Context: an optimization exercise on an open-source flow, tuned for small area. The choices shown serve that exercise and are no tape-out recipe. In this exercise RTL edits were held to simulation tests only and were not proved equivalent to the original. Power is estimated from default activity; no workload was simulated.

`flow/flow/run.sh`:
```
#!/bin/bash
set -euo pipefail
export BUFFER_PORTS_ARGS="-buffer_cell sky130_fd_sc_hd__buf_1"
export CTS_ARGS="-sink_clustering_enable -repair_clock_nets -dont_use_dummy_load -sink_clustering_size 60 -sink_clustering_max_diameter 500 -buf_list sky130_fd_sc_hd__clkbuf_16 -root_buf sky130_fd_sc_hd__clkbuf_16"
bash standard.sh > layout.log 2>&1
```
`flow/standard.sh`:
```
#!/bin/bash
# synth_recipe.tcl (not shown) runs the flow's synth.tcl, then flattens the netlist and writes it again
# the make line also repeats each setting of config.mk as NAME=value (left out here)
make -C /OpenROAD-flow-scripts/flow DESIGN_CONFIG=/design/flow/config.mk WORK_HOME=/design/flow/orfs CLKGATE_MAP_FILE= SYNTH_SCRIPT=/design/flow/synth_recipe.tcl "${@:-finish}"
```
`flow/config.mk`:
```
export PLATFORM = sky130hd
export DESIGN_NAME = warmup
export DESIGN_NICKNAME = warmup
export VERILOG_FILES = /design/flow/design.v
export SDC_FILE = /design/flow/constraint.sdc
export NUM_CORES = 4
export LEC_CHECK = 0
export CAP_MARGIN = 20
export CORE_MARGIN = 2
export CORE_UTILIZATION = 40
export SLEW_MARGIN = 20
```
`flow/constraint.sdc`:
```
create_clock -name core_clock -period 30.0 [get_ports {clk}]
set_input_delay 6.0000 -clock core_clock [delete_from_list [all_inputs] [get_ports {clk}]]
set_output_delay 6.0000 -clock core_clock [all_outputs]
set_load 0.01 [all_outputs]
```
`flow/design.v`:
```
module warmup(
	input        clk,
	input        rst,
	input        rx,
	output [7:0] result_data,
	output       overflow
);
	reg [2:0] t8;
	function [2:0] succ(input [2:0] v);
		succ = {v[1:0], v[2] ^ (v[0] | ~v[1])};
	endfunction
	wire [2:0] n8 = succ(t8);
	reg [1:0] t3;
	reg [2:0] t7;
	reg [4:0] t31;
	always @(posedge clk) begin
		t8  <= n8;
		t3  <= {t3[0], ~(t3[1] & t3[0])};
		t7  <= {t7[1:0], (t7[2] ^ t7[1]) | ~rst};
		t31 <= {t31[3:0], (t31[4] ^ t31[2]) | ~rst};
	end
	wire tick = (&t8) & (&t3) & (&t7) & (&t31);
	wire [2:0] p = t8;
	localparam [2:0] P0 = 3'd6, P7 = 3'd7;
	wire p0 = (p == P0);
	wire p7 = (p == P7);
	reg [1:0] idx;
	reg       busy;
	reg [2:0] j;
	reg       valid;
	reg [2:0] k;           
	reg       rxs;         
	reg [7:0] A, W, B;
	reg       dA, dB;      
	reg       c;           
	reg       dec;         
	reg       ov;          
	localparam K_OTHER = 3'd0, K_ADD = 3'd1, K_SUB = 3'd2, K_AND = 3'd3,
	           K_OR = 3'd4, K_MUL = 3'd5, K_DIV = 3'd6;
	wire is_add = (k == K_ADD);
	wire is_sub = (k == K_SUB);
	wire is_and = (k == K_AND);
	wire is_or  = (k == K_OR);
	wire is_mul = (k == K_MUL);
	wire is_div = (k == K_DIV);
	wire md     = is_mul | is_div;
	wire comp  = (idx == 2'd3);
	wire dtick = tick & busy & ~comp;
	wire stick = tick & ~busy & ~comp & ~rx;
	wire trial = comp & ~busy;
	wire write = comp & busy;
	wire jl    = (j == P7);
	wire first = trial & (j == P0);
	wire lastw = write & jl;
	wire [7:0] op = {rx, A[7:1]};
	reg  [2:0] kn;
	always @* begin
		case (op)
			8'h2B: kn = K_ADD;
			8'h2D: kn = K_SUB;
			8'h2A: kn = K_MUL;
			8'h2F: kn = K_DIV;
			8'h26: kn = K_AND;
			8'h7C: kn = K_OR;
			default: kn = K_OTHER;
		endcase
	end
	wire ins  = busy & ~comp & ((n8 == j) | (tick & jl));
	wire insv = tick ? rx : rxs;
	wire dec_e = dec | (is_div & trial);
	wire x     = md ? (p0 ? (is_div & A[7]) : dB) : A[0];
	wire y     = md ? (dec_e & (W[0] ^ is_div)) : (W[0] ^ is_sub);
	wire ci    = p0 ? (md ? (is_div & dec_e) : is_sub) : c;
	wire s     = x ^ y ^ ci;
	wire co    = (x & y) | (ci & (x | y));
	reg r;
	always @* begin
		if (is_add | is_sub) r = s;
		else if (is_and)     r = A[0] & W[0];
		else if (is_or)      r = A[0] | W[0];
		else                 r = 1'b0;
	end
	wire a_in = (ins & ~idx[1]) ? insv :
	            (write & md) ? (p0 ? (is_div & dec) : dA) : A[0];
	wire w_in = (ins & idx[1]) ? insv : W[0];
	wire b_in = ~comp ? 1'b0 :
	            ~md ? (first ? r : B[0]) :
	            ~busy ? B[0] :
	            (lastw & is_div) ? a_in : s;
	always @(posedge clk) begin
		if (!rst) begin
			idx   <= 2'd0;
			busy  <= 1'b0;
			j     <= P0;
			valid <= 1'b0;
		end else if (comp) begin
			if (p7) begin
				busy <= ~busy;
				if (busy) begin
					j <= succ(j);
					if (jl) begin
						idx   <= 2'd0;
						valid <= 1'b1;
					end
				end
			end
		end else if (stick) begin
			busy <= 1'b1;
		end else if (dtick) begin
			j <= succ(j);
			if (jl) begin
				busy <= 1'b0;
				idx  <= idx + 2'd1;
			end
		end
	end
	always @(posedge clk) begin
		A  <= {a_in, A[7:1]};
		W  <= {w_in, W[7:1]};
		dA <= A[0];
		dB <= B[0];
		c  <= co;
		if (tick)
			rxs <= rx;
		if (dtick & (idx == 2'd0) & jl)
			k <= kn;
		if (comp | (idx[1] & busy))
			B <= {b_in, B[7:1]};
		if (trial & is_div & p7)
			dec <= B[0] | co;
		else if (trial & is_mul & p0)
			dec <= A[7];
		if (first) begin
			if (is_div)
				ov <= (p0 | ov) & ~W[0];
			else if (is_mul)
				ov <= 1'b0;
			else if (p7)
				ov <= (is_add | is_sub) & (co ^ is_sub);
		end else if (write & is_mul & (p0 | p7))
			ov <= ov | (p0 ? dB : co);
	end
	assign result_data = B & {8{valid}};
	assign overflow    = ~(ov & valid);
endmodule
```
==> summary.txt, run 1 <==
The run finished with no timing, DRC or antenna violations. TritonCTS built the clock tree. Counting every sink on the clock net gives 53. In the routed design, unresolved DRC markers number 0. In this run the count of I/O pins placed on the die edge is 12. Buffers placed on the I/O ports in this run total 11. For this design the ratio of total power to cell area is 58.7 nW/um^2.

After clock tree synthesis, the clock-pin slew on the worst setup and hold paths is 0.06 ns. After routing, the total negative slack on setup checks comes to 0 ns. Entering global routing, the biggest net connects 18 pins. The worst hold path passes through 0 cells. The tools report the number of global-route vias before repair as 1451.

Synthesis instantiated 62 different standard cells from the library. The signal on the critical path passes through and2_1 -> buf_1. Number of hold violations in the final report: 0. The slew at the pin closest to its max-slew limit is 0.800 ns.

Summing all non-filler instances in the final layout gives an area of 2450 um^2. The initial antenna violation count came out at 0. The tools report the via count as 1488. Yosys mapped a number of flops with a built-in enable equal to 13. Summed over all layers, the routed wires come to 3.99 mm.

The core region is 5470 um^2. Cell type of the slowest stage on the worst timing path: sky130_fd_sc_hd__dfxtp_1. For this run the aggregate overflow at the end of global routing stands at 0.

The fraction of registers with async set/reset is 0%. The setup path with the least slack is of type register to primary output. A synthesized cell averages 10.9 um^2.

The worst endpoint data arrival time is 1.08 ns, and the horizontal extent of the die is 78.8 um. Static timing analysis puts the maximum clock frequency at 141 MHz. Data on the critical path is required at its endpoint by 24.00 ns.

Final cycle utilization of the critical path: 23.6%. Measured against its own limit, the worst slew margin works out to 46.3%. Setup violations remaining at the end of the flow were counted as 0. After clock tree synthesis, the setup repair step added 0 buffers. For this run, global-route usage on met3 was measured as 4.20%. Path type of the worst min-delay path: register to register. Synthesis inferred 53 register bits.

Summed over all cells, the static leakage comes to 0.865 nW. The number of buffers created by CTS was 5. The H-tree generated during clock tree synthesis spans 2 levels. After clock tree synthesis, the repair step resized 0 gates.

For this run, the number of standard cells in the final layout without fillers is 288. The logs give 0 for the final-report max-slew violation count and 0 for the number of inserted diodes. Startpoint of the most critical hold path: W[1]$_DFF_P_. The largest fanout on the critical path was 10. Gate family responsible for the most delay along the worst path: flip-flops. Once the floorplan was initialized, standard cells occupied 40.9% of the core. The total of max-cap violations is 0.

Via density per instance: 5.17. The first global-routing pass estimated 6.71 mm of wire. After layout, the minimum clock period comes to 7.08 ns. The worst-case clock buffer depth is 2. The worst register-to-register path ends at B[7]$_SDFFCE_PP0P_. Between clock sinks in the finished design, the worst skew comes to 0.0201 ns.

Once placement completed, the tool counted placed cells totaling 283. The last weighted congestion value of the routability-driven placer was 0.803. The number of hold buffers added after CTS was 0.

Detailed placement finished with a half-perimeter wire length of 2.91 mm. The combined buffer and inverter count along the critical path works out to 1. The cell at the root of the clock tree was sky130_fd_sc_hd__clkbuf_16. The worst setup path is captured at a primary output. Dividing the detail-routed wire length by the instance count gives 13.8 um. The overall global routing resource usage is 14.1%.

The top flip-flop cell by instance count after synthesis is sky130_fd_sc_hd__dfxtp_1. From bottom edge to top edge, the die measures 78.8 um. Worst min-delay path endpoint: W[0]$_DFF_P_.

The first TritonRoute pass finished after 4 iterations. After the first detailed-routing iteration, the DRC count stood at 101. STA classifies the critical path startpoint as a register. For the count of synthesis-stage warnings from yosys, the log shows 1. The worst-case setup slack after placement is 23.03 ns, and the number of nets produced by synthesis is 213.

The depth of the most critical reg-to-reg path was 12; the floorplan row count was 27. In the global route stage, met2 resource usage came out at 21.4%. met2 is the most crowded layer. Setup slack on the worst reg-to-reg path comes out at 26.83 ns.

In this run the critical register-to-register path is launched from t8[1]$_DFF_P_. IR analysis of the VDD net gives a maximum drop of 44.8 uV. For the overall die area, the log shows 6210 um^2. Once placement finished, the instance area stood at 2330 um^2. Setup repair after global routing left no endpoint under its margin. The met1 usage came out at 18.7%. Synthesis produced 205 cells.

The area growth from synthesis to layout is 9.44%. The share of the Yosys chip area taken by registers is 53.2%. The largest single stage delay on the critical path is 0.47 ns.

The ratio of cells with drive above 1 in the final layout was 10.2%; the net count reported at finish was 226. In this run the remaining antenna-violating nets after routing total 0. The utilization after layout came out at 44.8%. The tools report the post-synthesis instance area as 2240 um^2. Clock latency on the worst-skew pair, taken at its later pin, is 0.29 ns.

After layout, the worst setup slack is 22.92 ns.
## cells in the final DEF, fill, tap and decap left out, types with 2 or more instances in the layout
master / count
sky130_fd_sc_hd__a21oi_1: 11
sky130_fd_sc_hd__a31oi_1: 4
sky130_fd_sc_hd__and2_1: 8
sky130_fd_sc_hd__and3_1: 2
sky130_fd_sc_hd__buf_1: 11
sky130_fd_sc_hd__clkbuf_16: 5
sky130_fd_sc_hd__dfxtp_1: 40
sky130_fd_sc_hd__edfxtp_1: 13
sky130_fd_sc_hd__ha_1: 4
sky130_fd_sc_hd__inv_1: 13
sky130_fd_sc_hd__mux2i_1: 7
sky130_fd_sc_hd__nand2_1: 16
sky130_fd_sc_hd__nand2b_1: 2
sky130_fd_sc_hd__nand3_2: 2
sky130_fd_sc_hd__nor2_1: 12
sky130_fd_sc_hd__nor2b_1: 4
sky130_fd_sc_hd__nor3_1: 2
sky130_fd_sc_hd__nor3b_1: 3
sky130_fd_sc_hd__o21ai_0: 4
sky130_fd_sc_hd__o21ai_1: 6
sky130_fd_sc_hd__o41ai_1: 2
sky130_fd_sc_hd__or3_1: 2
sky130_fd_sc_hd__xnor2_1: 3
sky130_fd_sc_hd__xor2_1: 3
## sequential cells by signal, summed over array words and instances, names as in the netlist, 2 cells and up
signal and cells:
idx 2, t31 5, B 8, t8 3
k 3, t7 3, t3 2, W 8
A 8, j 3
## final cells by class
type	count	area, um^2
Timing Repair Buffer	11	41.3
Sequential cell	53	1190
Fill cell	526	3020
Clock buffer	5	125
Inverter	14	52.6
Tap cell	72	90.1
Multi-Input combinational cell	133	951
## power by group
group	total, mW	switching (mW)	internal (mW)
sequential	0.0826	0.00449	0.0781
combinational	0.00999	0.00546	0.00454
clock	0.0513	0.0219	0.0295
## worst max-delay path by stage
stage,from,end,depth (start not counted)
floorplan,rx,B[7]$_SDFFCE_PP0P_,3
global placement,rx,B[7]$_SDFFCE_PP0P_,4
detailed placement,rx,B[7]$_SDFFCE_PP0P_,4
CTS,valid$_SDFFE_PN0P_,result_data[7],2
global route,valid$_SDFFE_PN0P_,result_data[5],2
finish,valid$_SDFFE_PN0P_,result_data[6],2
## routing by layer
layer  part of all wire [%]  vias to the layer above
met1                     50                      704
li1                       -                      750
met3                    4.6                        4
met4                    1.3                        0
met2                     44                       30
met5                      0                        -
## cell families after synthesis
logic type      after synthesis  synth area share [%]
flops                        53                  53.2
mux                           8                  3.80
compound gates               46                  14.4
fa+ha+maj                     5                  3.13
buf+inv                      19                  4.36
xor+xnor                      6                  2.35
simple gates                 68                  18.8
## Yosys cell counts, types with 2 or more instances
library cell | n | area share (%)
sky130_fd_sc_hd__a21oi_1 | 11 | 2.5
sky130_fd_sc_hd__a31oi_1 | 4 | 1.1
sky130_fd_sc_hd__and2_1 | 8 | 2.2
sky130_fd_sc_hd__and3_1 | 2 | 0.56
sky130_fd_sc_hd__buf_6 | 3 | 1.5
sky130_fd_sc_hd__dfxtp_1 | 40 | 36
sky130_fd_sc_hd__edfxtp_1 | 13 | 17
sky130_fd_sc_hd__ha_1 | 4 | 2.2
sky130_fd_sc_hd__inv_1 | 13 | 2.2
sky130_fd_sc_hd__mux2i_1 | 7 | 3.1
sky130_fd_sc_hd__nand2_1 | 16 | 2.7
sky130_fd_sc_hd__nand2b_1 | 2 | 0.56
sky130_fd_sc_hd__nand3_2 | 2 | 0.89
sky130_fd_sc_hd__nor2_1 | 12 | 2.0
sky130_fd_sc_hd__nor2b_1 | 4 | 1.1
sky130_fd_sc_hd__nor3_1 | 2 | 0.45
sky130_fd_sc_hd__nor3b_1 | 3 | 1.0
sky130_fd_sc_hd__o21ai_0 | 5 | 1.1
sky130_fd_sc_hd__o21ai_1 | 5 | 1.1
sky130_fd_sc_hd__o41ai_1 | 2 | 0.78
sky130_fd_sc_hd__or3_1 | 2 | 0.56
sky130_fd_sc_hd__xnor2_1 | 3 | 1.2
sky130_fd_sc_hd__xor2_1 | 3 | 1.2
## per-stage QoR
stage / power (mW) / hold slack [ns]
CTS: 0.145 / 0.323
detailed placement: 0.0942 / 0.312
global placement: 0.0941 / 0.311
finish: 0.144 / 0.323
global route: 0.150 / 0.327
floorplan: 0.0919 / 0.310
==> run 2, diff against run 1 <==
==> flow/flow/run.sh (replaced) <==
#!/bin/bash
set -euo pipefail
export BUFFER_PORTS_ARGS="-buffer_cell sky130_fd_sc_hd__buf_1"
export CTS_ARGS="-sink_clustering_enable -repair_clock_nets -dont_use_dummy_load -sink_clustering_size 60 -sink_clustering_max_diameter 500 -buf_list sky130_fd_sc_hd__clkbuf_8"
bash standard.sh > layout.log 2>&1
==> run 2 against run 1 <==
First-iteration DRC count fell by 12%; combinational power barely moved; sequential share of layout area grew 1.1 points; critical endpoint unchanged; highest routed layer unchanged; still clean.
==> summary.txt, run 2 <==
The flow ran to the end and the layout has no timing, DRC or antenna violations. The path type of the worst min-delay path is register to register. The synthesized-area fraction occupied by xor and xnor cells was 2.35% (unchanged). Among all flip-flop cells after synthesis, the most frequent one is sky130_fd_sc_hd__dfxtp_1.

The largest registers in the layout are A: 8 flops, B: 8 flops, W: 8 flops. The worst endpoint data arrival time is 1.10 ns (+0.02 ns). The run gives 6210 um^2 (unchanged) as the overall die area. The cts-stage hold buffer count was 0 (unchanged); the average wire length per cell after detail routing was 13.9 um (+0.63%).

The tools report the worst hold slack as 0.326 ns (+0.00283 ns). After synthesis, the cell types taking the most area are sky130_fd_sc_hd__dfxtp_1, sky130_fd_sc_hd__edfxtp_1, sky130_fd_sc_hd__mux2i_1, sky130_fd_sc_hd__nand2_1, sky130_fd_sc_hd__a21oi_1. The final-report max-slew violation count was 0 (unchanged); the fraction of registers with async set/reset was 0% (unchanged). The final cycle utilization of the critical path is 23.7% (+0.084 points), and the post-cts sizing count is 0 (unchanged).

The number of buffers added for setup after CTS was 0 (unchanged). The tools report the violation count after the first detailed-route iteration as 89 (-12%). The tools report the relative max-transition margin as 49.2% (+2.9 points).

The met3 wire length was 153 um (-16%); the proportion of netlist area held by the largest area contributor was 35.8% (unchanged). Slew at the pin closest to its max-slew limit: 0.757 ns (-0.0436 ns). The number of synthesized flops with an enable pin works out to 13 (unchanged).

The shortest clock period the worst path allows after layout was 7.10 ns (+0.0252 ns); the clock transition at the register clock pins on the worst setup and hold paths after CTS was 0.08 ns (+0.02 ns). The area share of fa/ha/maj cells after synthesis came out at 3.13% (unchanged). The simple-gate area share of the yosys netlist works out to 18.8% (unchanged).

The run gives 1.74 mm (-0.17%) as the wire length on met2. The top-level port count is 12 (unchanged), and the number of global-route vias before repair is 1461 (+0.69%). The last weighted congestion value of the routability-driven placer was 0.803 (unchanged). The overall power consumption came out at 0.128 mW (-11%).

The count of input and output buffers came out at 11 (unchanged). TritonCTS built the clock tree. The post-synthesis instance area was 2240 um^2 (unchanged). The number of buffers created by CTS came out at 5 (unchanged). The via count was 1483 (-0.34%). The routed wire length was 4.01 mm (+0.63%). The number of inserted diodes was 0 (unchanged). In the post-synthesis netlist, the cell with the most instances is sky130_fd_sc_hd__dfxtp_1.

The area used by sequential logic in the layout came out at 1190 um^2 (unchanged). The floorplan row count was 27 (unchanged). The run gives 0 (unchanged) as the total of max-cap violations.

The run gives 0 (unchanged) as the number of setup violations in the final report. The run gives 0 (unchanged) as the number of hold violations in the final report. Setup repair after global routing left no endpoint under its margin.

The core box area was 5470 um^2 (unchanged); the maximum clock skew at final layout was 0.0308 ns (+0.0107 ns). The power density over cell area was 53.6 nW/um^2 (-8.7%); the count of synthesis-stage warnings from yosys was 1 (unchanged). The cell sitting at the root of the clock tree is a sky130_fd_sc_hd__clkbuf_8. The run gives 213 (unchanged) as the number of nets produced by synthesis. The kind of launch point of the worst setup path is a register. The largest fanout on the critical path came out at 10 (unchanged). The run gives 0.31 ns (+0.02 ns) as the clock network latency to the later pin of the worst-skew pair.

The horizontal extent of the die was 78.8 um (unchanged). The commonest cells after synthesis are sky130_fd_sc_hd__dfxtp_1, sky130_fd_sc_hd__nand2_1, sky130_fd_sc_hd__edfxtp_1, sky130_fd_sc_hd__inv_1, sky130_fd_sc_hd__nor2_1. Leaving out fill and tap cells, the most frequent cell in the layout is sky130_fd_sc_hd__dfxtp_1. The tools report the net count reported at finish as 226 (unchanged). The run gives 2 (unchanged) as the worst-case clock buffer depth. The critical path is of the register to primary output type. The tools report the total number of H-tree levels as 2 (unchanged). The number of sinks handled by clock tree synthesis was 53 (unchanged); the cell count of the worst hold path was 0 (unchanged).

From synthesis to final layout, the design area changed by 6.93%. For the number of antenna-violating nets in the routed design, the log shows 0 (unchanged). Top metal layer carrying routed signals: met4. The filler cell count came out at 534 (+1.5%). The area fraction in compound gates after synthesis works out to 14.4% (unchanged). The total overflow reported by the global router is 0 (unchanged). The top cell types in the final layout, fill and taps aside, are sky130_fd_sc_hd__dfxtp_1, sky130_fd_sc_hd__nand2_1, sky130_fd_sc_hd__edfxtp_1, sky130_fd_sc_hd__inv_1, sky130_fd_sc_hd__nor2_1. The sequential cell area fraction in the yosys report was 53.2% (unchanged); the area of combinational cells with multiple inputs was 951 um^2 (unchanged).

The depth of the most critical reg-to-reg path is 12 (unchanged), and the number of remaining DRC errors is 0 (unchanged). For the highest attainable clock frequency, the log shows 141 MHz (-0.36%). The synthesized instance count was 205 (unchanged).

The largest family of logic cells by synthesized area is simple AND/OR/NAND/NOR gates. The number of register bits inferred by synthesis works out to 53 (unchanged). The largest area contributor in the synthesized netlist is sky130_fd_sc_hd__dfxtp_1.

The routed length on met1 is 2.06 mm (+2.3%), and the initial antenna violation count is 0 (unchanged). For the highest ir drop seen on vdd, the log shows 44.5 uV (-0.68%). The maximum number of pins on one net before global-route repair is 18 (unchanged). The placed wire-length estimate after detailed placement came out at 2.91 mm (unchanged). The share of cell area taken by muxes after synthesis works out to 3.80% (unchanged).

The leakage power is 0.839 nW (-3.0%). The ratio of cells with drive above 1 in the final layout works out to 10.2% (unchanged). The first-pass iteration count of the detailed router is 4 (unchanged).

Wire length of the first global-routing pass: 6.76 mm (+0.73%). For the sum of negative setup slack, the log shows 0 ns (unchanged). STA classifies the critical path endpoint as a primary output.

The run gives 43.8% (-1.0 points) as the utilization after layout. The data required time at the worst endpoint is 24.00 ns (about the same). The via density per instance is 5.15 (-0.34%). The average cell area after synthesis is 10.9 um^2 (unchanged).

The tools report the initial cell density of the core as 40.9% (unchanged). The distinct cell type count of the synthesized netlist is 62 (unchanged), and the vertical die dimension is 78.8 um (unchanged). Overall global routing resource usage: 14.1% (+0.049 points).
run 2: cell counts after synthesis:
Identical to the previous run, type by type.
run 2: worst paths after layout:
| check | endpoint | startpoint | slack (ns) |
|---|---|---|---|
| worst max-delay path | result_data[6] | valid$_SDFFE_PN0P_ | 22.90 |
| worst min register to register | W[0]$_DFF_P_ | W[1]$_DFF_P_ | 0.33 |
| worst max register to register | B[7]$_SDFFCE_PP0P_ | t8[1]$_DFF_P_ | 26.79 |
| worst min-delay path | W[0]$_DFF_P_ | W[1]$_DFF_P_ | 0.33 |
run 2: report_power, final:
| part | leakage [nW] | switching (mW) | total [mW] | internal [mW] |
|---|---|---|---|---|
| clock | 0.0359 | 0.0207 | 0.0358 | 0.0151 |
| combinational | 0.355 | 0.00550 | 0.0100 | 0.00454 |
| sequential | 0.449 | 0.00447 | 0.0825 | 0.0780 |
| total | 0.839 | 0.0307 | 0.128 | 0.0977 |
run 2: through the flow:
stage / worst slack (ns) / area [um^2] / std cells
2_1_floorplan: 23.26 / 2240 / 205
3_3_place_gp: 23.06 / 2330 / 283
3_5_place_dp: 23.03 / 2330 / 283
4_1_cts: 22.88 / 2390 / 288
5_1_grt: 22.76 / 2390 / 288
6_report: 22.90 / 2390 / 288
run 2: cell type report:
cell class	count	area share, %
sequential	53	49.7
multi-input combinational	133	39.7
tap	72	3.76
clock buffer	5	2.87
inverter	14	2.19
timing repair buffer	11	1.72
run 2: kinds of logic (layout without fill, tap and decap cells):
| family | Yosys count | in the layout |
|---|---|---|
| xor gates and xnor gates | 6 | 6 |
| adders and majority gates | 5 | 5 |
| DFF | 53 | 53 |
| muxes | 8 | 8 |
| and+or+nand+nor | 68 | 68 |
| buffers and inverters | 19 | 30 |
| AOI/OAI and AO/OA | 46 | 46 |
run 2: worst max-delay path, stage by stage, from the launching register on:
cell and delay, ns:
sky130_fd_sc_hd__dfxtp_1 0.48, sky130_fd_sc_hd__and2_1 0.17, sky130_fd_sc_hd__buf_1 0.16
run 2: routing by layer:
metal	vias to the layer above	track usage (%)
li1	750	-
met1	699	19.2
met2	28	21.4
met3	6	3.52
met4	0	6.21
met5	-	0
==> run 3, diff against run 2 <==
--- a/flow/design.v
+++ b/flow/design.v
@@ -35,8 +35,8 @@
 	reg       c;           
 	reg       dec;         
 	reg       ov;          
-	localparam K_OTHER = 3'd0, K_ADD = 3'd1, K_SUB = 3'd2, K_AND = 3'd3,
-	           K_OR = 3'd4, K_MUL = 3'd5, K_DIV = 3'd6;
+	localparam K_OTHER = 3'd0, K_AND = 3'd2, K_OR = 3'd3,
+	           K_ADD = 3'd4, K_SUB = 3'd5, K_MUL = 3'd6, K_DIV = 3'd7;
 	wire is_add = (k == K_ADD);
 	wire is_sub = (k == K_SUB);
 	wire is_and = (k == K_AND);
==> run 3 against run 2 <==
Still clean; count of clock-buffer cells in the layout unchanged; fmax increased by 0.19%; non-clock buffer count unchanged; first-iteration DRC count increased by 17%; routed wire length decreased by 13%; global-route usage decreased by 1.5 points; critical path type unchanged.
==> summary.txt, run 3 <==
The number of inserted diodes came out at 0 (unchanged). The total overflow reported by the global router is 0 (unchanged). The most common cell in the synthesized netlist is sky130_fd_sc_hd__dfxtp_1. The logs give 0 (unchanged) for the total of max-cap violations and 0 ns (unchanged) for the sum of negative setup slack. The ratio of cells with drive above 1 in the final layout is 7.54% (-2.6 points), and the number of hold violations in the final report is 0 (unchanged). The logs give 4 (unchanged) for the first-pass iteration count of the detailed router and 0 (unchanged) for the number of setup violations in the final report. The run gives 12 (unchanged) as the top-level port count. The final-report max-slew violation count was 0 (unchanged).

The number of buffers created by CTS was 5 (unchanged). The logs give 44.4% (+0.67 points) for the utilization after layout and 57.0% (+3.8 points) for the sequential cell area fraction in the yosys report. The number of placed instances with taps included was 264 (-6.7%); the slew at the pin closest to its max-slew limit was 0.524 ns (-0.233 ns).

The proportion of netlist area held by the largest area contributor was 38.3% (+2.6 points); the overall power consumption was 0.121 mW (-5.4%). The shortest clock period the worst path allows after layout was 7.09 ns (-0.0136 ns). The clock transition at the register clock pins on the worst setup and hold paths after CTS was 0.08 ns (about the same); the relative max-transition margin was 64.6% (+15 points).

The library cells used most frequently in the layout, excluding fill and tap cells, are sky130_fd_sc_hd__dfxtp_1, sky130_fd_sc_hd__nand2_1, sky130_fd_sc_hd__edfxtp_1. The largest area contributor in the synthesized netlist was sky130_fd_sc_hd__dfxtp_1. Number of antenna-violating nets in the routed design: 0 (unchanged).

The critical path starts at valid$_SDFFE_PN0P_. The path type of the worst setup path is register to primary output. The worst setup path is launched from a register. The logs give 41.2% (+0.25 points) for the initial cell density of the core and 209 (-7.5%) for the net count reported at finish.

The logs give 5.81 mm (-14%) for the wire length of the first global-routing pass and 12.6% (-1.5 points) for the overall global routing resource usage. The final cycle utilization of the critical path was 23.6% (-0.045 points); the via density per instance was 4.95 (-3.9%). Sorting the synthesized cells by how often they occur yields sky130_fd_sc_hd__dfxtp_1, sky130_fd_sc_hd__nand2_1, sky130_fd_sc_hd__edfxtp_1. The tools report the data required time at the worst endpoint as 24.00 ns (about the same).

The worst endpoint data arrival time came out at 1.09 ns (about the same). The tools report the post-cts sizing count as 0 (unchanged). The core box area came out at 5070 um^2 (-7.3%). The flow ran to the end and the layout has no timing, DRC or antenna violations. The internal power component came out at 0.0956 mW (-2.2%). The worst setup path is captured at a primary output. The vertical die dimension is 76.3 um (-3.2%). The count of input and output buffers came out at 11 (unchanged). The fraction of registers with async set/reset was 0% (unchanged). The library cell used most frequently in the layout, excluding fill and tap cells, is sky130_fd_sc_hd__dfxtp_1.

Number of remaining DRC errors: 0 (unchanged). For the placed wire-length estimate after detailed placement, the log shows 2.48 mm (-15%). The run gives 1 (unchanged) as the count of synthesis-stage warnings from yosys. Synthesized instance count: 190 (-7.3%). Setup repair after global routing left no endpoint under its margin.

In this run the critical register-to-register path is launched from t8[1]$_DFF_P_. The average cell area after synthesis is 11.0 um^2 (+0.66%), and the switching part of the total is 21.3% (-2.6 points). The initial antenna violation count came out at 0 (unchanged). The largest fanout on the critical path was 10 (unchanged); the maximum number of pins on one net before global-route repair was 19 (+1). For this run, the leading register cell type out of synthesis is sky130_fd_sc_hd__dfxtp_1. TritonCTS built the clock tree.

The horizontal extent of the die is 76.3 um (-3.2%), and the net switching component of the power is 0.0259 mW (-16%). The portion of total power attributed to combinational logic is 5.5% (-2.3 points), and the clock power share is 28.2% (+0.3 points). Distinct cell type count of the synthesized netlist: 41 (-34%). The number of synthesized flops with an enable pin is 13 (unchanged).

The post-synthesis instance area is 2090 um^2 (-6.7%), and the last weighted congestion value of the routability-driven placer is 0.858 (+6.9%). The run gives 141 MHz (+0.19%) as the highest attainable clock frequency. The run gives 5820 um^2 (-6.4%) as the overall die area. The maximum clock skew at final layout was 0.0299 ns (-0.000853 ns); the number of register bits inferred by synthesis was 53 (unchanged). The proportion of power drawn by flip-flops and latches is 66.3% (+2.0 points), and the number of nets produced by synthesis is 198 (-7.0%). Ranked by total cell area, the synthesized netlist is headed by sky130_fd_sc_hd__dfxtp_1, sky130_fd_sc_hd__edfxtp_1, sky130_fd_sc_hd__nand2_1, sky130_fd_sc_hd__mux2i_1, sky130_fd_sc_hd__and2_1. The average wire length per cell after detail routing works out to 13.0 um (-6.5%).

The path class of the tightest hold or removal check is register to register. The number of sinks handled by clock tree synthesis is 53 (unchanged). The startpoint of the most critical hold path was W[2]$_DFF_P_.

The tools report the routed wire length as 3.50 mm (-13%). The number of global-route vias before repair is 1194 (-18%). For the via count, the log shows 1331 (-10%). The tools report the total number of H-tree levels as 2 (unchanged). The number of buffers added for setup after CTS was 0 (unchanged); the power density over cell area was 53.9 nW/um^2 (+0.52%). The clock network latency to the later pin of the worst-skew pair came out at 0.30 ns (about the same). The number of standard cells in the layout, taps in and fillers out is 269 (-6.6%), and the highest ir drop seen on vdd is 33.6 uV (-24%).

The floorplan row count came out at 26 (-3.7%). The tools report the violation count after the first detailed-route iteration as 104 (+17%). The root buffer cell chosen for the clock tree is sky130_fd_sc_hd__clkbuf_8. The cts-stage hold buffer count is 0 (unchanged). From synthesis to final layout, the design area changed by 7.90%.

For the leakage power, the log shows 0.778 nW (-7.3%). The worst-case clock buffer depth is 2 (unchanged). The largest registers in the layout are A: 8 flops, B: 8 flops, W: 8 flops.
## run 3: changes by cell type after synthesis, moves of 4 or more
| cell | change |
|---|---|
| sky130_fd_sc_hd__nor2_1 | -8 |
| sky130_fd_sc_hd__inv_1 | -7 |
| sky130_fd_sc_hd__o21ai_0 | +6 |
| sky130_fd_sc_hd__nand4_1 | +5 |
| sky130_fd_sc_hd__o21ai_1 | -5 |
| sky130_fd_sc_hd__mux2_2 | +4 |
| sky130_fd_sc_hd__nand2_1 | +4 |
## run 3: cells by family (layout without fill, tap and decap cells)
group,count (synthesis),count (layout),synth area share (%)
adder cells (fa/ha/maj),5,5,3.35
buffers and inverters,13,22,2.63
multiplexers,12,12,6.23
AND/OR/NAND/NOR,70,70,19.5
XOR/XNOR,6,6,2.51
flip-flops,53,53,57.0
AO/OA/AOI/OAI,31,31,8.80
## run 3: cell type report
class                   count  area, um^2
clock buffers               5        68.8
fillers                   505        2820
inverters                   6        22.5
multi-input cells         124         843
flip-flops and latches     53        1190
well taps                  70        87.6
repair buffers             11        41.3
## run 3: per-stage QoR
stage,area [um^2],setup slack [ns],hold WS [ns]
floorplan,2090,23.28,0.310
global placement,2190,23.09,0.312
detailed placement,2190,23.00,0.312
CTS,2250,22.88,0.327
global route,2250,22.81,0.333
finish,2250,22.91,0.326
## run 3: power by group through the flow
stage | registers [mW] | clock network (mW) | logic, mW
floorplan | 0.0815 | 0 | 0.00573
global placement | 0.0821 | 0 | 0.00690
detailed placement | 0.0823 | 0 | 0.00671
CTS | 0.0807 | 0.0364 | 0.00682
global route | 0.0812 | 0.0386 | 0.00761
finish | 0.0805 | 0.0343 | 0.00666
## run 3: critical path, cell delays in order (launching register included)
cell	delay, ns
sky130_fd_sc_hd__dfxtp_1	0.48
sky130_fd_sc_hd__and2_1	0.17
sky130_fd_sc_hd__buf_1	0.14
## run 3: per-layer routing
metal	wire [um]	up-vias	GRT usage, %
li1	-	686	-
met5	0	-	0
met1	1740	620	18.0
met2	1580	20	17.7
met4	51	0	5.45
met3	134	5	3.67
## run 3: worst paths after layout
check | to | slack (ns) | depth (start not counted)
min | W[1]$_DFF_P_ | 0.33 | 0
max reg2reg | B[7]$_SDFFCE_PP0P_ | 27.42 | 11
max | result_data[7] | 22.91 | 2
min reg2reg | W[1]$_DFF_P_ | 0.33 | 0
==> run 4, diff against run 3 <==
--- a/flow/design.v
+++ b/flow/design.v
@@ -29,11 +29,11 @@
 	reg [2:0] j;
 	reg       valid;
 	reg [2:0] k;           
-	reg       rxs;         
 	reg [7:0] A, W, B;
 	reg       dA, dB;      
 	reg       c;           
 	reg       dec;         
+	wire      rxs = dec;
 	reg       ov;          
 	localparam K_OTHER = 3'd0, K_AND = 3'd2, K_OR = 3'd3,
 	           K_ADD = 3'd4, K_SUB = 3'd5, K_MUL = 3'd6, K_DIV = 3'd7;
@@ -120,13 +120,13 @@
 		dA <= A[0];
 		dB <= B[0];
 		c  <= co;
-		if (tick)
-			rxs <= rx;
 		if (dtick & (idx == 2'd0) & jl)
 			k <= kn;
 		if (comp | (idx[1] & busy))
 			B <= {b_in, B[7:1]};
-		if (trial & is_div & p7)
+		if (tick)
+			dec <= rx;
+		else if (trial & is_div & p7)
 			dec <= B[0] | co;
 		else if (trial & is_mul & p0)
 			dec <= A[7];
==> flow/flow/run.sh (replaced) <==
#!/bin/bash
# Standard layout with three changes: an area-oriented ABC mapping script,
# port buffers made from the smallest buffer, and a clock tree without
# dummy loads. Each tool's output goes to layout.log.
set -euo pipefail
here=$(pwd)
rm -rf "$here/scripts"
cp -r "$FLOW_HOME/scripts" "$here/scripts"
cp "$here/flow/abc.script" "$here/scripts/abc_speed.script"
export SCRIPTS_DIR="$here/scripts"
export BUFFER_PORTS_ARGS="-buffer_cell sky130_fd_sc_hd__buf_1"
export CTS_ARGS="-sink_clustering_enable -repair_clock_nets -dont_use_dummy_load -sink_clustering_size 60 -sink_clustering_max_diameter 500 -buf_list sky130_fd_sc_hd__clkbuf_8"
bash standard.sh > layout.log 2>&1
==> flow/flow/abc.script (new file) <==
&get -n
&st
&synch2
&if -g -K 6
&synch2
&dch -f
&nf -a
&st
&syn2
&dch -f
&nf -a
&st
&syn2
&dch -f
&nf -a
&put
==> run 4 against run 3 <==
Largest cell class unchanged; combinational power fell by 34%; utilization grew 1.4 points; count of clock-buffer cells in the layout stayed put; still clean.
==> summary.txt, run 4 <==
The run finished with no timing, DRC or antenna violations. The horizontal extent of the die was 74.2 um (-2.7%). The critical path is of the register to primary output type.

The proportion of power drawn by flip-flops and latches was 66.9% (+0.6 points). The filler cell count came out at 448 (-11%). In this run the worst setup path begins at valid$_SDFFE_PN0P_. The overall global routing resource usage came out at 13.9% (+1.4 points). The via count is 1365 (+2.6%), and the post-synthesis instance area is 1970 um^2 (-5.6%). The data required time at the worst endpoint was 24.00 ns (about the same).

Number of setup violations in the final report: 0 (unchanged). The number of sinks handled by clock tree synthesis was 52 (-1.9%); the portion of total power attributed to combinational logic was 3.7% (-1.8 points). In the final layout, the registers with the most flip-flops are A: 8 flops, B: 8 flops, W: 8 flops. The number of register bits inferred by synthesis is 52 (-1.9%).

The number of hold violations in the final report was 0 (unchanged); the worst endpoint data arrival time was 1.09 ns (about the same). The worst-case clock buffer depth is 2 (unchanged). The logs give 0 (unchanged) for the total overflow reported by the global router and 25 (-3.8%) for the floorplan row count.

For the final-report max-slew violation count, the log shows 0 (unchanged). The area used by sequential logic in the layout was 1170 um^2 (-1.7%). The tools report the sum of negative setup slack as 0 ns (unchanged). The total of max-cap violations was 0 (unchanged); the share of cell area taken by muxes after synthesis was 2.54% (-3.7 points). The final cycle utilization of the critical path came out at 23.6% (about the same). The wire length of the first global-routing pass was 5.85 mm (+0.72%). The depth of the most critical reg-to-reg path came out at 10 (-1). The cell at the root of the clock tree was sky130_fd_sc_hd__clkbuf_8.

The tools report the overall die area as 5510 um^2 (-5.3%). The area fraction in compound gates after synthesis came out at 12.5% (+3.7 points). TritonCTS built the clock tree. The ratio of cells with drive above 1 in the final layout is 2.54% (-5.0 points), and the vertical die dimension is 74.2 um (-2.7%).

The internal power component came out at 0.0933 mW (-2.4%). The proportion of netlist area held by the largest area contributor was 39.6% (+1.3 points). Setup repair after global routing left no endpoint under its margin. The run gives 31.9 uV (-5.1%) as the highest ir drop seen on vdd. The synthesized-area fraction occupied by xor and xnor cells is 2.66% (+0.15 points).

The tools report the net switching component of the power as 0.0244 mW (-5.9%). Top flip-flop cell by instance count after synthesis: sky130_fd_sc_hd__dfxtp_1. Via density per instance: 5.17 (+4.5%).

In this run the most critical hold path is launched from W[7]$_DFF_P_. The tools report the last weighted congestion value of the routability-driven placer as 0.812 (-5.3%). Switching part of the total: 20.7% (-0.60 points).

Average cell area after synthesis: 10.9 um^2 (-0.94%). The maximum number of pins on one net before global-route repair was 16 (-3); the sequential cell area fraction in the yosys report was 59.4% (+2.4 points). The number of antenna-violating nets in the routed design is 0 (unchanged), and the number of buffers added for setup after CTS is 0 (unchanged).

The highest attainable clock frequency is 141 MHz (about the same), and the number of synthesized flops with an enable pin is 13 (unchanged). The number of remaining DRC errors is 0 (unchanged), and the post-cts sizing count is 0 (unchanged). The largest fanout on the critical path came out at 10 (unchanged). The top-level port count was 12 (unchanged). The number of inserted diodes came out at 0 (unchanged). Largest family of logic cells by synthesized area: simple AND/OR/NAND/NOR gates. The count of input and output buffers was 11 (unchanged). The shortest clock period the worst path allows after layout was 7.09 ns (+0.00140 ns). The slew at the pin closest to its max-slew limit came out at 0.590 ns (+0.0658 ns). The logs give 0 (unchanged) for the initial antenna violation count and 34 (-17%) for the distinct cell type count of the synthesized netlist. The top cell types in the final layout, fill and taps aside, are sky130_fd_sc_hd__dfxtp_1, sky130_fd_sc_hd__nand2_1, sky130_fd_sc_hd__edfxtp_1, sky130_fd_sc_hd__o21ai_0, sky130_fd_sc_hd__and2_0. The worst setup path is captured at a primary output. In the post-synthesis netlist, the cell with the most instances is sky130_fd_sc_hd__dfxtp_1. The run gives 181 (-4.7%) as the synthesized instance count. The area share of fa/ha/maj cells after synthesis came out at 3.55% (+0.20 points).

The library cell used most frequently in the layout, excluding fill and tap cells, is sky130_fd_sc_hd__dfxtp_1. The power density over cell area works out to 54.3 nW/um^2 (+0.81%). Largest area contributor in the synthesized netlist: sky130_fd_sc_hd__dfxtp_1.

The utilization after layout was 45.9% (+1.4 points); the maximum clock skew at final layout was 0.0125 ns (-0.0174 ns). Relative to the synthesized area, the layout overhead comes to 9.84%. The core box area is 4720 um^2 (-6.9%). In this run the critical register-to-register path is launched from idx[1]$_SDFFE_PN0P_.

Path type of the worst min-delay path: register to register. The fraction of registers with async set/reset is 0% (unchanged). The clock transition at the register clock pins on the worst setup and hold paths after CTS works out to 0.09 ns (about the same). The logs give 41.7% (+0.57 points) for the initial cell density of the core and 1 (unchanged) for the count of synthesis-stage warnings from yosys.

The number of buffers created by CTS is 5 (unchanged), and the average wire length per cell after detail routing is 13.1 um (+0.41%). Cts-stage hold buffer count: 0 (unchanged). For the number of global-route vias before repair, the log shows 1227 (+2.8%).

The setup slack of the worst register-to-register path is 27.32 ns (-0.10 ns). The area of combinational cells with multiple inputs was 774 um^2 (-8.2%); the clock power share was 29.4% (+1.2 points). The routed wire length is 3.45 mm (-1.5%), and the simple-gate area share of the yosys netlist is 18.0% (-1.4 points).

In this run the critical register-to-register path is captured at B[7]$_SDFFCE_PP0P_. The worst setup path is launched from a register. Placed wire-length estimate after detailed placement: 2.50 mm (+0.90%).

The endpoint of the most critical setup path was result_data[2]. Ranked by instance count, the synthesized netlist is headed by sky130_fd_sc_hd__dfxtp_1, sky130_fd_sc_hd__nand2_1, sky130_fd_sc_hd__edfxtp_1, sky130_fd_sc_hd__o21ai_0, sky130_fd_sc_hd__and2_0. The violation count after the first detailed-route iteration was 97 (-6.7%). After synthesis, the cell types taking the most area are sky130_fd_sc_hd__dfxtp_1, sky130_fd_sc_hd__edfxtp_1, sky130_fd_sc_hd__and2_0, sky130_fd_sc_hd__o21ai_0, sky130_fd_sc_hd__nand2_1. The logs give 4 (unchanged) for the first-pass iteration count of the detailed router and 0.813 nW (+4.4%) for the leakage power. The run gives 207 (-0.96%) as the net count reported at finish. For the relative max-transition margin, the log shows 60.3% (-4.3 points). The total number of H-tree levels was 2 (unchanged); the number of nets produced by synthesis was 189 (-4.5%). The clock network latency to the later pin of the worst-skew pair is 0.30 ns (about the same).
[run 4: changes by cell type after synthesis, moves of 6 or more]
cell,delta
sky130_fd_sc_hd__clkinv_1,+7
sky130_fd_sc_hd__and2_0,+12
sky130_fd_sc_hd__nor2_1,+6
sky130_fd_sc_hd__and2_1,-10
sky130_fd_sc_hd__inv_1,-6
sky130_fd_sc_hd__nand3_1,+7
[run 4: cell families (layout without fill, tap and decap cells)]
family                     count (synthesis)  after routing
AOI/OAI and AO/OA                         38             38
buffers and inverters                      7             23
DFF                                       52             52
muxes                                      5              5
xor gates and xnor gates                   6              6
and+or+nand+nor                           68             68
adders and majority gates                  5              5
[run 4: how the worst min path moves through the flow]
stage | to | slack, ns | depth (start not counted)
final | W[6]$_DFF_P_ | 0.33 | 0
after global routing | W[6]$_DFF_P_ | 0.34 | 0
after CTS | W[6]$_DFF_P_ | 0.33 | 0
after detailed placement | W[6]$_DFF_P_ | 0.31 | 0
after global placement | W[6]$_DFF_P_ | 0.31 | 0
after floorplan | W[0]$_DFF_P_ | 0.31 | 0
[run 4: metal layers]
layer  wire length [um]  vias up  GRT usage [%]
met1               1660      646           19.2
met3                150        4           3.66
met5                  0        -              0
met4                 41        0           5.56
met2               1600       31           21.1
li1                   -      684              -
[run 4: critical path, stage by stage (launching register included)]
cell and delay, ns:
sky130_fd_sc_hd__dfxtp_1 0.47, sky130_fd_sc_hd__and2_0 0.17, sky130_fd_sc_hd__buf_1 0.15
[run 4: power groups by stage]
stage / Sequential (mW) / Clock, mW / Combinational [mW]
finish: 0.0787 / 0.0346 / 0.00438
global route: 0.0795 / 0.0387 / 0.00531
CTS: 0.0788 / 0.0360 / 0.00441
detailed placement: 0.0803 / 0 / 0.00437
global placement: 0.0801 / 0 / 0.00413
floorplan: 0.0797 / 0 / 0.00344
[run 4: final cells by class]
type	count	area share, %
clock buffers	5	3.18
inverters	7	1.21
repair buffers	11	1.91
flip-flops and latches	52	54.1
well taps	67	3.87
multi-input cells	122	35.8
[run 4: through the flow]
stage	instance area, um^2	setup slack, ns	hold slack (ns)	cells	power (mW)
after floorplan	1970	23.17	0.310	181	0.0831
after global placement	2100	22.99	0.311	259	0.0842
after detailed placement	2100	22.92	0.312	259	0.0847
after CTS	2170	22.85	0.332	264	0.119
after global routing	2170	22.81	0.343	264	0.124
final	2170	22.91	0.332	264	0.118
==> run 5, diff against run 4 <==
==> flow/flow/abc.script (replaced) <==
&get -n
&deepsyn -T 20
&dch -f
&nf -a
&put
==> run 5 against run 4 <==
Register-to-register slack got worse by 0.10 ns; first-iteration DRC count rose by 10%; critical path depth unchanged; sequential power barely moved; synthesized cell count is 1.7% higher; routed wire length increased by 3.7%; sequential cell count is the same; fmax is essentially flat; via count increased by 1.2%; largest cell class unchanged.
==> summary.txt, run 5 <==
The run finished with no timing, DRC or antenna violations. TritonCTS built the clock tree. The run gives 36.5 uV (+14%) as the highest ir drop seen on vdd. The startpoint of the most critical hold path was W[4]$_DFF_P_. The first-pass iteration count of the detailed router came out at 4 (unchanged).

Proportion of netlist area held by the largest area contributor: 39.7% (+0.15 points). The run gives 192 (+1.6%) as the number of nets produced by synthesis. The number of buffers created by CTS is 5 (unchanged), and the post-detailed-placement cell area is 2090 um^2 (-0.36%). Category of the worst setup path capture point: a primary output.

Leaving out fill and tap cells, the most frequent cell in the layout is sky130_fd_sc_hd__dfxtp_1. Slew at the pin closest to its max-slew limit: 0.671 ns (+0.0816 ns). The run gives 0.709 nW (-13%) as the leakage power. For the initial antenna violation count, the log shows 0 (unchanged).

The top-level port count was 12 (unchanged); the cell count of the worst hold path was 0 (unchanged). The run gives 0 (unchanged) as the total overflow reported by the global router. Distinct cell type count of the synthesized netlist: 37 (+8.8%).

The fraction of registers with async set/reset was 0% (unchanged). The largest fanout on the critical path works out to 10 (unchanged). The power density over cell area came out at 54.5 nW/um^2 (+0.29%).

The run gives 0 (unchanged) as the final-report max-slew violation count. Overall power consumption: 0.118 mW (about the same). The via count is 1382 (+1.2%). The floorplan row count was 25 (unchanged). The shortest clock period the worst path allows after layout was 7.09 ns (-0.00180 ns). The logs give 210 (+1.4%) for the net count reported at finish and 1.64 mm (-0.97%) for the routed length on met1.

For the sequential cell area fraction in the yosys report, the log shows 59.6% (+0.23 points). The number of synthesized flops with an enable pin was 13 (unchanged). The tools report the clock network latency to the later pin of the worst-skew pair as 0.31 ns (about the same). Yosys instantiated no cell more often than sky130_fd_sc_hd__dfxtp_1. The tools report the post-cts sizing count as 0 (unchanged).

The number of inserted diodes was 0 (unchanged). The post-synthesis instance area was 1960 um^2 (-0.38%); the signed area change from the synthesized netlist to the final layout was 9.87% (about the same). The final cell area excluding filler cells was 2160 um^2 (-0.35%).

The tools report the cell at the root of the clock tree as sky130_fd_sc_hd__clkbuf_8. The worst-case clock buffer depth was 2 (unchanged). Setup repair after global routing left no endpoint under its margin. The worst hold path belongs to the class register to register. Path type of the worst setup path: register to primary output.

Among all flip-flop cells after synthesis, the most frequent one is sky130_fd_sc_hd__dfxtp_1. On the critical path, the stage with the largest delay is an instance of sky130_fd_sc_hd__dfxtp_1. The run gives 0 (unchanged) as the number of remaining DRC errors. The number of register bits inferred by synthesis was 52 (unchanged). The last weighted congestion value of the routability-driven placer is 0.860 (+5.9%).

The worst hold path terminates at W[3]$_DFF_P_. The average wire length per cell after detail routing works out to 13.4 um (+2.5%). The relative max-transition margin is 54.8% (-5.5 points).

Ratio of cells with drive above 1 in the final layout: 2.50% (-0.038 points). The cts-stage hold buffer count came out at 0 (unchanged). The number of buffers added for setup after CTS is 0 (unchanged), and the number of setup violations in the final report is 0 (unchanged).

The endpoint identified for the worst register-to-register timing path is B[7]$_SDFFCE_PP0P_. The data required time at the worst endpoint is 24.00 ns (about the same). The final cycle utilization of the critical path came out at 23.6% (about the same).

The overall die area was 5490 um^2 (-0.35%); the maximum clock skew at final layout was 0.0235 ns (+0.0110 ns). The largest registers in the layout are A: 8 flops, B: 8 flops, W: 8 flops. The highest layer touched by signal routing is met4.

The signal on the critical path passes through and2_0 -> buf_1. The logs give 6.09 mm (+4.1%) for the wire length of the first global-routing pass and 184 (+1.7%) for the synthesized instance count. The horizontal extent of the die is 74.1 um (-0.18%), and the total of max-cap violations is 0 (unchanged). Sorting the synthesized cells by how often they occur yields sky130_fd_sc_hd__dfxtp_1, sky130_fd_sc_hd__nand2_1, sky130_fd_sc_hd__nor2_1. The number of antenna-violating nets in the routed design came out at 0 (unchanged). Leaving out fill and tap cells, the most frequent cells in the layout are sky130_fd_sc_hd__dfxtp_1, sky130_fd_sc_hd__nand2_1, sky130_fd_sc_hd__nor2_1.

Count of synthesis-stage warnings from yosys: 1 (unchanged). The overall global routing resource usage is 14.7% (+0.77 points), and the number of sinks handled by clock tree synthesis is 52 (unchanged). The count of input and output buffers was 11 (unchanged).

The highest attainable clock frequency was 141 MHz (about the same); the setup slack of the worst register-to-register path was 27.22 ns (-0.10 ns). The clock transition at the register clock pins on the worst setup and hold paths after CTS came out at 0.07 ns (-0.02 ns). The violation count after the first detailed-route iteration is 107 (+10%), and the depth of the most critical reg-to-reg path is 9 (-1). Maximum cell stage delay along the critical path: 0.47 ns (about the same). The maximum number of pins on one net before global-route repair was 20 (+4).

The tools report the worst endpoint data arrival time as 1.09 ns (about the same). The startpoint identified for the worst register-to-register timing path is idx[1]$_SDFFE_PN0P_. Vertical die dimension: 74.1 um (-0.18%). The number of hold violations in the final report was 0 (unchanged). Initial cell density of the core: 41.6% (-0.16 points).

The number of global-route vias before repair is 1305 (+6.4%), and the met3 wire length is 142 um (-5.3%). Of all cell types, the one taking the most synthesized area is sky130_fd_sc_hd__dfxtp_1. STA classifies the critical path startpoint as a register. Sum of negative setup slack: 0 ns (unchanged). The logs give 1.72 mm (+7.6%) for the wire length on met2 and 3.58 mm (+3.7%) for the routed wire length. The placed wire-length estimate after detailed placement came out at 2.59 mm (+3.7%). The via density per instance is 5.18 (+0.11%), and the total number of H-tree levels is 2 (unchanged). After synthesis, the cell types taking the most area are sky130_fd_sc_hd__dfxtp_1, sky130_fd_sc_hd__edfxtp_1, sky130_fd_sc_hd__o21ai_0, sky130_fd_sc_hd__and2_0, sky130_fd_sc_hd__nand2_1. The average cell area after synthesis is 10.7 um^2 (-2.0%).

Core box area: 4720 um^2 (unchanged).
run 5: stage by stage:
step | hold slack [ns] | utilization (%) | cells | worst slack (ns)
global placement | 0.311 | 44.2 | 262 | 22.83
finish | 0.327 | 45.7 | 267 | 22.91
global route | 0.336 | 45.7 | 267 | 22.80
CTS | 0.330 | 45.7 | 267 | 22.89
floorplan | 0.310 | - | 184 | 23.16
detailed placement | 0.312 | 44.2 | 262 | 22.69
run 5: cell type report:
| class | count | area (um^2) |
|---|---|---|
| inverters | 10 | 37.5 |
| clock buffers | 5 | 68.8 |
| multi-input cells | 122 | 756 |
| well taps | 67 | 83.8 |
| flip-flops and latches | 52 | 1170 |
| repair buffers | 11 | 41.3 |
| fillers | 455 | 2560 |
run 5: cell families (layout without fill, tap and decap cells):
| logic type | Yosys count | in the layout | share of synthesized area [%] |
|---|---|---|---|
| buffers and inverters | 10 | 26 | 1.91 |
| xor gates and xnor gates | 5 | 5 | 2.23 |
| DFF | 52 | 52 | 59.6 |
| muxes | 2 | 2 | 1.02 |
| and+or+nand+nor | 69 | 69 | 18.0 |
| AOI/OAI and AO/OA | 41 | 41 | 13.7 |
| adders and majority gates | 5 | 5 | 3.57 |
run 5: power by group:
part           switching (mW)  total, mW  internal [mW]
logic                 0.00168    0.00385        0.00218
registers             0.00289     0.0789         0.0760
clock network          0.0197     0.0348         0.0151
total                  0.0243      0.118         0.0933
run 5: worst max-delay path by stage:
stage / startpoint / end / slack, ns
4_1_cts: valid$_SDFFE_PN0P_ / result_data[2] / 22.89
3_3_place_gp: rst / idx[0]$_SDFFE_PN0P_ / 22.83
2_1_floorplan: rst / idx[0]$_SDFFE_PN0P_ / 23.16
6_report: valid$_SDFFE_PN0P_ / result_data[2] / 22.91
3_5_place_dp: rst / idx[0]$_SDFFE_PN0P_ / 22.69
5_1_grt: valid$_SDFFE_PN0P_ / result_data[0] / 22.80
run 5: worst max-delay path: cells and delay by family (launching register included):
family        cells  cell delay [ns]
simple gates      1             0.18
buf+inv           1             0.15
flops             1             0.47
run 5: metal layers:
layer	up-vias	GRT usage (%)
met5	-	0
met2	31	23.8
met1	647	18.5
li1	696	-
met4	0	7.07
met3	8	3.66
==> run 6, diff against run 5 <==
--- a/flow/design.v
+++ b/flow/design.v
@@ -29,11 +29,11 @@
 	reg [2:0] j;
 	reg       valid;
 	reg [2:0] k;           
+	reg       rxs;         
 	reg [7:0] A, W, B;
 	reg       dA, dB;      
 	reg       c;           
 	reg       dec;         
-	wire      rxs = dec;
 	reg       ov;          
 	localparam K_OTHER = 3'd0, K_AND = 3'd2, K_OR = 3'd3,
 	           K_ADD = 3'd4, K_SUB = 3'd5, K_MUL = 3'd6, K_DIV = 3'd7;
@@ -120,13 +120,13 @@
 		dA <= A[0];
 		dB <= B[0];
 		c  <= co;
+		if (tick)
+			rxs <= rx;
 		if (dtick & (idx == 2'd0) & jl)
 			k <= kn;
 		if (comp | (idx[1] & busy))
 			B <= {b_in, B[7:1]};
-		if (tick)
-			dec <= rx;
-		else if (trial & is_div & p7)
+		if (trial & is_div & p7)
 			dec <= B[0] | co;
 		else if (trial & is_mul & p0)
 			dec <= A[7];
==> flow/flow/abc.script (replaced) <==
&get -n
&st
&dch -f
&nf -a
&st
&syn2
&dch -f
&nf -a
&st
&syn2
&dch -f
&nf -a
&put
==> run 6 against run 5 <==
Clock power about the same; non-clock buffer count increased by 1; final area increased by 1.2%; synthesized cell count increased by 0.54%; via count decreased by 0.51%; sequential power increased by 3.4%; count of clock-buffer cells in the layout unchanged; setup slack got worse by 0.0088 ns; power increased by 5.2%; highest routed layer unchanged.
==> summary.txt, run 6 <==
The area of combinational cells with multiple inputs was 759 um^2 (+0.50%); the maximum cell stage delay along the critical path was 0.48 ns (about the same). Smallest setup slack after layout: 22.90 ns (-0.00880 ns). The largest registers in the layout are A: 8 flops, B: 8 flops, W: 8 flops.

Sorting the synthesized cells by area gives the leading types as sky130_fd_sc_hd__dfxtp_1, sky130_fd_sc_hd__edfxtp_1, sky130_fd_sc_hd__a21oi_1, sky130_fd_sc_hd__o21ai_0, sky130_fd_sc_hd__nand2_1. The average cell area after synthesis was 10.7 um^2 (+0.47%). The tools report the clock network latency to the later pin of the worst-skew pair as 0.30 ns (about the same).

Category of the worst setup path capture point: a primary output. The cts-stage hold buffer count was 0 (unchanged); the proportion of netlist area held by the largest area contributor was 40.4% (+0.61 points). The number of hold violations in the final report is 0 (unchanged). The number of nets produced by synthesis is 193 (+0.52%), and the net count reported at finish is 212 (+0.95%). The initial antenna violation count is 0 (unchanged). The number of setup violations in the final report was 0 (unchanged); the overall global routing resource usage was 14.0% (-0.74 points). The logs give 0 (unchanged) for the final-report max-slew violation count and 36 (-2.7%) for the distinct cell type count of the synthesized netlist.

For the initial cell density of the core, the log shows 41.7% (+0.15 points). The number of sinks handled by clock tree synthesis is 53 (+1.9%). The synthesized-area fraction occupied by xor and xnor cells is 3.09% (+0.86 points), and the area fraction in compound gates after synthesis is 11.7% (-2.0 points).

The post-cts sizing count is 0 (unchanged), and the clock transition at the register clock pins on the worst setup and hold paths after CTS is 0.08 ns (about the same). The power density over cell area is 56.7 nW/um^2 (+4.0%). The core box area is 4750 um^2 (+0.66%). Setup repair after global routing left no endpoint under its margin. The worst-case setup slack after placement is 22.88 ns (+0.191 ns). For the maximum clock skew at final layout, the log shows 0.0123 ns (-0.0112 ns).

The filler cell count came out at 467 (+2.6%). The routed wire length was 3.30 mm (-7.7%). The fraction of registers with async set/reset is 0% (unchanged), and the number of standard cells in the layout, taps in and fillers out is 269 (+0.75%). The logs give 5 (unchanged) for the number of buffers created by CTS and 12 (unchanged) for the top-level port count. The total overflow reported by the global router is 0 (unchanged), and the slew at the pin closest to its max-slew limit is 0.694 ns (+0.0229 ns). First-pass iteration count of the detailed router: 4 (unchanged).

Walking the worst path, the cells encountered are and2_0 -> buf_1. Share of cell area taken by muxes after synthesis: 2.14% (+1.1 points). Maximum number of pins on one net before global-route repair: 15 (-25%). The via density per instance was 5.11 (-1.2%). The top flip-flop cell by instance count after synthesis is sky130_fd_sc_hd__dfxtp_1. The number of buffers added for setup after CTS came out at 0 (unchanged). STA classifies the critical path startpoint as a register. The signed area change from the synthesized netlist to the final layout is 10.0%, and the count of input and output buffers is 11 (unchanged).

Wire length of the first global-routing pass: 5.76 mm (-5.4%). The highest attainable clock frequency was 141 MHz (-0.12%); the worst endpoint data arrival time was 1.10 ns (about the same). The shortest clock period the worst path allows after layout works out to 7.10 ns (+0.00880 ns). Leaving out fill and tap cells, the most frequent cell in the layout is sky130_fd_sc_hd__dfxtp_1.

The slowest stage of the critical path belongs to the cell sky130_fd_sc_hd__dfxtp_1. The post-synthesis instance area was 1980 um^2 (+1.0%). The run gives 1375 (-0.51%) as the via count. The number of inserted diodes was 0 (unchanged). The worst setup path is of the register to primary output kind.

The top cell types in the final layout, fill and taps aside, are sky130_fd_sc_hd__dfxtp_1, sky130_fd_sc_hd__nand2_1, sky130_fd_sc_hd__a21oi_1. The highest ir drop seen on vdd is 39.4 uV (+8.1%), and the relative max-transition margin is 53.3% (-1.5 points). The number of remaining DRC errors came out at 0 (unchanged).

The overall power consumption was 0.124 mW (+5.2%). The most common cell in the synthesized netlist was sky130_fd_sc_hd__dfxtp_1. By area, the combinational part of the netlist is dominated by simple AND/OR/NAND/NOR gates.

The count of synthesis-stage warnings from yosys is 1 (unchanged). The run gives 0.828 (-3.7%) as the last weighted congestion value of the routability-driven placer. The leakage power is 0.774 nW (+9.2%), and the worst-case clock buffer depth is 2 (unchanged). Synthesized instance count: 185 (+0.54%).

The number of placed instances with taps included is 264 (+0.76%). The logs give 0 (unchanged) for the number of antenna-violating nets in the routed design and 0 (unchanged) for the total of max-cap violations. The overall die area is 5540 um^2 (+0.96%), and the area used by sequential logic in the layout is 1190 um^2 (+1.7%). The number of global-route vias before repair came out at 1242 (-4.8%).

The average wire length per cell after detail routing is 12.3 um (-8.4%), and the sequential cell area fraction in the yosys report is 60.0% (+0.41 points). The run finished with no timing, DRC or antenna violations. The number of synthesized flops with an enable pin is 13 (unchanged), and the area share of fa/ha/maj cells after synthesis is 3.53% (-0.036 points).

The cell at the root of the clock tree is sky130_fd_sc_hd__clkbuf_8. The vertical die dimension is 74.4 um (+0.48%). The tools report the sum of negative setup slack as 0 ns (unchanged). Simple-gate area share of the yosys netlist: 17.8% (-0.12 points). TritonCTS built the clock tree. The horizontal extent of the die came out at 74.4 um (+0.48%). The tools report the floorplan row count as 25 (unchanged). The largest area contributor in the synthesized netlist was sky130_fd_sc_hd__dfxtp_1. The placed wire-length estimate after detailed placement is 2.47 mm (-4.8%), and the total number of H-tree levels is 2 (unchanged).

The data required time at the worst endpoint was 24.00 ns (about the same). Path type of the worst min-delay path: register to register. The final cycle utilization of the critical path is 23.7% (+0.029 points). The commonest cells after synthesis are sky130_fd_sc_hd__dfxtp_1, sky130_fd_sc_hd__nand2_1, sky130_fd_sc_hd__a21oi_1. The largest fanout on the critical path works out to 10 (unchanged).

The number of register bits inferred by synthesis came out at 53 (+1.9%). For the violation count after the first detailed-route iteration, the log shows 90 (-16%). Ratio of cells with drive above 1 in the final layout: 2.97% (+0.47 points).
==> run 6: cell count changes in the layout (fill, tap and decap cells not counted), sizes merged, moves of 2 or more <==
cell / previous run / this run
nand4: 7 / 5
nor3: 1 / 6
and3: 1 / 3
o22ai: 2 / 0
a22o: 2 / 0
nand3: 8 / 6
nor2: 15 / 10
a21oi: 7 / 15
o22a: 2 / 0
nor3b: 0 / 2
xor2: 0 / 2
o211ai: 4 / 2
mux2: 0 / 2
==> run 6: kinds of logic (layout without fill, tap and decap cells) <==
group           after synthesis  count (layout)
compound gates               39              39
flops                        53              53
fa+ha+maj                     5               5
buf+inv                       9              26
simple gates                 68              68
mux                           4               4
xor+xnor                      7               7
==> run 6: final cells by class <==
class                   instances  area share [%]
clock buffers                   5            3.15
inverters                       9            1.55
multi-input cells             123            34.8
flip-flops and latches         53            54.6
well taps                      67            3.84
repair buffers                 12            2.12
==> run 6: metrics by stage <==
| step | hold WS (ns) | util (%) | instance area, um^2 |
|---|---|---|---|
| 2_1_floorplan | 0.310 | - | 1980 |
| 3_3_place_gp | 0.312 | 44.4 | 2110 |
| 3_5_place_dp | 0.312 | 44.5 | 2110 |
| 4_1_cts | 0.333 | 45.9 | 2180 |
| 5_1_grt | 0.340 | 45.9 | 2180 |
| 6_report | 0.332 | 45.9 | 2180 |
==> run 6: worst max-delay path: cells and delay by family, from the launching register on <==
| family | cells | cell delay [ns] |
|---|---|---|
| buffers and inverters | 1 | 0.16 |
| flip-flops | 1 | 0.48 |
| AND/OR/NAND/NOR | 1 | 0.17 |
==> run 6: worst paths after layout <==
path              slack, ns              to           startpoint  cells past startpoint
setup / recovery      22.90  result_data[7]   valid$_SDFFE_PN0P_                      2
hold / removal         0.33    W[5]$_DFF_P_         W[6]$_DFF_P_                      0
setup reg to reg      27.23    ov$_DFFE_PP_  idx[1]$_SDFFE_PN0P_                     12
hold reg to reg        0.33    W[5]$_DFF_P_         W[6]$_DFF_P_                      0
==> run 6: routing by layer <==
layer / GRT usage, % / routed length [um] / vias to the layer above
met5: 0 / 0 / -
met4: 6.55 / 71 / 0
met3: 4.34 / 128 / 8
met2: 19.8 / 1430 / 21
met1: 19.6 / 1670 / 644
li1: - / - / 702
==> run 6: where the power goes <==
group | switching [mW] | internal, mW
Clock | 0.0200 | 0.0151
Combinational | 0.00378 | 0.00329
Sequential | 0.00346 | 0.0781
Total | 0.0272 | 0.0965

afterwards: timing with drivers on the ports:
The flow's constraints put no driver on any port. The routed layouts listed below were extracted and timed again, unchanged, in two steps.
Step 1 sets driving cells, clkbuf_16 on the clock port and buf_2 on the other inputs (assumed; they add their load-dependent delay and slew).
Step 2 moves the port delays by t, midway between the first and last clock arrival at a register: inputs arrive t later, outputs are due t later. That takes back most of the time a late clock gives input paths.
a / b / c = ideal ports / drivers / drivers and shift; a / b = the first two.
| run | t, ns | setup WS [ns] | worst register clock-pin slew, ns | pins driven straight from the clock port |
|---|---|---|---|---|
| run 1 | 0.313 | 22.925 / 22.890 / 23.037 | 0.07 / 0.07 | 1 |
| run 2 | 0.321 | 22.899 / 22.871 / 23.045 | 0.10 / 0.10 | 1 |
| run 3 | 0.318 | 22.913 / 22.884 / 22.989 | 0.10 / 0.10 | 1 |
| run 4 | 0.311 | 22.912 / 22.889 / 22.843 | 0.09 / 0.09 | 1 |
| run 5 | 0.326 | 22.913 / 22.885 / 22.661 | 0.10 / 0.10 | 1 |
| run 6 | 0.321 | 22.905 / 22.880 / 22.881 | 0.09 / 0.09 | 1 |
After both steps setup and hold are still met in every run listed. The setup slack of run 5, which loses most, moves by -0.028 ns with the drivers and by -0.252 ns with both steps.
